This design comes from an exercise in tuning for small area and a short achievable clock period on the open sky130 flow, not from production work. The RTL was checked by simulation tests, not by an equivalence proof against the original design.

==> flow/design.v (excerpt) <==
module booth2multiplier #(
    parameter bit_width = 32
    )(
    input wire [bit_width-1:0] A,    
    input wire [bit_width-1:0] B,    
    input wire clk, reset_n,
    output wire [2*bit_width-1:0] OUT
);
Size: ~2300 cells after synthesis, ~64 flip-flops, about 130 I/O pins, ~0.022 mm^2 of cells after synthesis.
clock: 13.0 ns
lec_check: 0
cap_margin: 20
core_margin: 2
core_utilization: 55
setup_slack_margin: 4.3
slew_margin: 20
synth_hierarchical: 1
standard.sh (not shown) runs the stock make flow with config.mk's settings and CLKGATE_MAP_FILE= SYNTH_SCRIPT=/design/flow/synth_recipe.tcl, a recipe that flattens the netlist after the stock synthesis.
==> flow/flow/run.sh <==
#!/bin/bash
# The standard layout (the standard.sh, all ORFS steps from synthesis to
# finish), except that the port buffers placed before global placement are
# sky130_fd_sc_hd__buf_1 cells instead of the default delay-buffer cell; the
# resizer upsizes them where timing needs it.  Full output in flow_standard.log.
set -euo pipefail
bash standard.sh "BUFFER_PORTS_ARGS=-buffer_cell sky130_fd_sc_hd__buf_1" finish > flow_standard.log 2>&1
The first run produced a clean layout.
Then changed:
Settings changed: CORE_UTILIZATION 55 to 45.
Cell count increases by 4.8%.
Non-clock buffer count increases by 9.
Die area increases by 22%.
Wire length increases by 3.1%.
Final area increases by 0.60%.

---

Another version of the RTL of booth2multiplier (not shown whole).
For scale: ~2600 cells after synthesis, ~64 flip-flops, roughly 130 I/O pins, about 24000 sq um of cells after synthesis.
Settings: LEC_CHECK=0, CAP_MARGIN=20, CORE_MARGIN=2, CORE_UTILIZATION=45, SETUP_SLACK_MARGIN=4.0, SLEW_MARGIN=20, SYNTH_HIERARCHICAL=1; clock period 13.0 ns.
Scripts as last shown in full above: flow/flow/run.sh
The baseline completed without violations.
Then changed:
==> flow/run.sh (new file) <==
#!/bin/bash
# synth_recipe.tcl (not shown) runs the flow's synth.tcl, then flattens the netlist and writes it again
# the make line also repeats each setting of config.mk as NAME=value (left out here)
make -C /OpenROAD-flow-scripts/flow DESIGN_CONFIG=/design/flow/config.mk WORK_HOME=/design/flow/orfs CLKGATE_MAP_FILE= SYNTH_SCRIPT=/design/flow/synth_recipe.tcl finish
Settings changed: CORE_UTILIZATION 45 to 60, SETUP_SLACK_MARGIN 4.0 to 4.3.
removed: flow/flow/run.sh
removed: flow/standard.sh
- The changed run passed the timing, design-rule and antenna checks
- design area rises by roughly a tenth
- wire length falls slightly
- setup slack is better by 0.20 ns
- first-iteration DRC count rises by well over a third
- global-route usage rises by 8.1 points
- hold slack is worse by 0.0064 ns
- maximum frequency rises by a few percent

---

Starting RTL as in the previous note.
export LEC_CHECK = 0
export CAP_MARGIN = 20
export CORE_MARGIN = 2
export CORE_UTILIZATION = 45
export SETUP_SLACK_MARGIN = 5
export SLEW_MARGIN = 20
export SYNTH_HIERARCHICAL = 1
create_clock -name core_clock -period 13.0 [get_ports {clk}]
==> flow/flow/run.sh <==
#!/bin/bash
# The standard layout (the standard.sh, all ORFS steps from synthesis to
# finish), except that the port buffers placed before global placement are
# sky130_fd_sc_hd__buf_1 cells instead of the default delay-buffer cell; the
# resizer upsizes them where timing needs it.  Full output in flow_standard.log.
set -euo pipefail
bash standard.sh "BUFFER_PORTS_ARGS=-buffer_cell sky130_fd_sc_hd__buf_1" finish > flow_standard.log 2>&1
Rerun with:
==> flow/run.sh (new file) <==
#!/bin/bash
# synth_recipe.tcl (not shown) runs the flow's synth.tcl, then flattens the netlist and writes it again
# the make line also repeats each setting of config.mk as NAME=value (left out here)
make -C /OpenROAD-flow-scripts/flow DESIGN_CONFIG=/design/flow/config.mk WORK_HOME=/design/flow/orfs CLKGATE_MAP_FILE= SYNTH_SCRIPT=/design/flow/synth_recipe.tcl finish
Settings changed: SETUP_SLACK_MARGIN 5 to not set.
removed: flow/flow/run.sh
removed: flow/standard.sh
Effect:
- worst hold slack improved by 550 ps
- die area stays the same
- global-route usage is higher by 0.84 points
- worst setup slack got worse by 2600 ps
- synthesized area stays the same
- non-clock buffer count is lower by 203
- design area is lower by roughly a tenth
- count of clock-buffer cells in the layout is higher by 1
- first-iteration DRC count is lower by a few percent
Rerun with:
==> flow/flow/run.sh (new file) <==
#!/bin/bash
# The standard layout (the standard.sh, all ORFS steps from synthesis to
# finish), except that the port buffers placed before global placement are
# sky130_fd_sc_hd__buf_1 cells instead of the default delay-buffer cell; the
# resizer upsizes them where timing needs it.  Full output in flow_standard.log.
set -euo pipefail
bash standard.sh "BUFFER_PORTS_ARGS=-buffer_cell sky130_fd_sc_hd__buf_1" finish > flow_standard.log 2>&1
==> flow/standard.sh (new file) <==
#!/bin/bash
# synth_recipe.tcl (not shown) runs the flow's synth.tcl, then flattens the netlist and writes it again
# the make line also repeats each setting of config.mk as NAME=value (left out here)
make -C /OpenROAD-flow-scripts/flow DESIGN_CONFIG=/design/flow/config.mk WORK_HOME=/design/flow/orfs CLKGATE_MAP_FILE= SYNTH_SCRIPT=/design/flow/synth_recipe.tcl "${@:-finish}"
Settings changed: SETUP_SLACK_MARGIN set to 4.3.
removed: flow/run.sh
Die area stays the same.
Via count is about the same.
Fmax rose by 21%.
Final cell count rose by 0.44%.
Design area came out higher by 1.2%.
First-iteration DRC count decreases by 7.7%.
Synthesized area stays the same.
Worst setup slack improves by 1900 ps.

---

Starting RTL as in the previous note.
make LEC_CHECK=0 CAP_MARGIN=20 CORE_MARGIN=2 CORE_UTILIZATION=45 SETUP_SLACK_MARGIN=3.8 SLEW_MARGIN=20 SYNTH_HIERARCHICAL=1 finish   # period 13.0 ns
run.sh (not shown) runs the stock make flow with config.mk's settings and CLKGATE_MAP_FILE= SYNTH_SCRIPT=/design/flow/synth_recipe.tcl, a recipe that flattens the netlist after the stock synthesis.
Stock flow here: none of the scripts above is used.
The starting point produced a clean layout.
Then changed:
SETUP_SLACK_MARGIN = 4.3   (was 3.8)
Outcome: Wire length goes up by a few percent. Sequential share of layout area goes down by 0.27 points. Hold slack gets worse by 0.18 ns. Global-route usage goes up by 0.29 points.

-- separate check: timing with driven ports --
In the flow no input, the clock included, has a driving cell. The finished layouts below were timed again as built, in two steps.
Step 1 (the two cells are an assumption about what drives the block):
set clk [get_ports {clk}]
set_driving_cell -lib_cell sky130_fd_sc_hd__clkbuf_16 $clk
set_driving_cell -lib_cell sky130_fd_sc_hd__buf_2 [delete_from_list [all_inputs] $clk]
Step 2, shift: input delay + t, output delay - t, t = (earliest + latest rising clock arrival at the registers) / 2. This alone moves slack from input paths to output paths.
Three values: ideal ports, drivers, drivers and shift; two values: the first two.
run	shift t [ns]	setup WS [ns]	worst hold slack (ns)	cell pins on the clock port's net
the first run of note 1	0.458	4.554 / 4.568 / 4.111	2.632 / 2.600 / 2.991	1
the second run of note 1	0.451	4.532 / 4.557 / 4.106	2.658 / 2.620 / 2.993	1
the first run of note 2	0.444	4.130 / 4.154 / 3.711	2.770 / 2.791 / 2.987	1
the second run of note 2	0.416	4.334 / 4.361 / 3.944	2.764 / 2.740 / 3.156	1
the first run of note 3	0.433	5.094 / 5.119 / 4.686	2.645 / 2.640 / 3.002	1
the second run of note 3	0.435	2.445 / 2.435 / 2.000	3.199 / 3.170 / 3.343	1
the third run of note 3	0.443	4.312 / 4.344 / 3.901	2.734 / 2.749 / 2.988	1
the first run of note 4	0.436	3.914 / 3.942 / 3.506	3.020 / 3.054 / 3.343	1
the second run of note 4	0.436	4.300 / 4.330 / 3.894	2.845 / 2.851 / 3.287	1
After both steps every run listed still meets setup and hold. For the second run of note 3, which loses most, drivers alone change the setup slack by -0.010 ns; drivers and shift together by -0.445 ns.
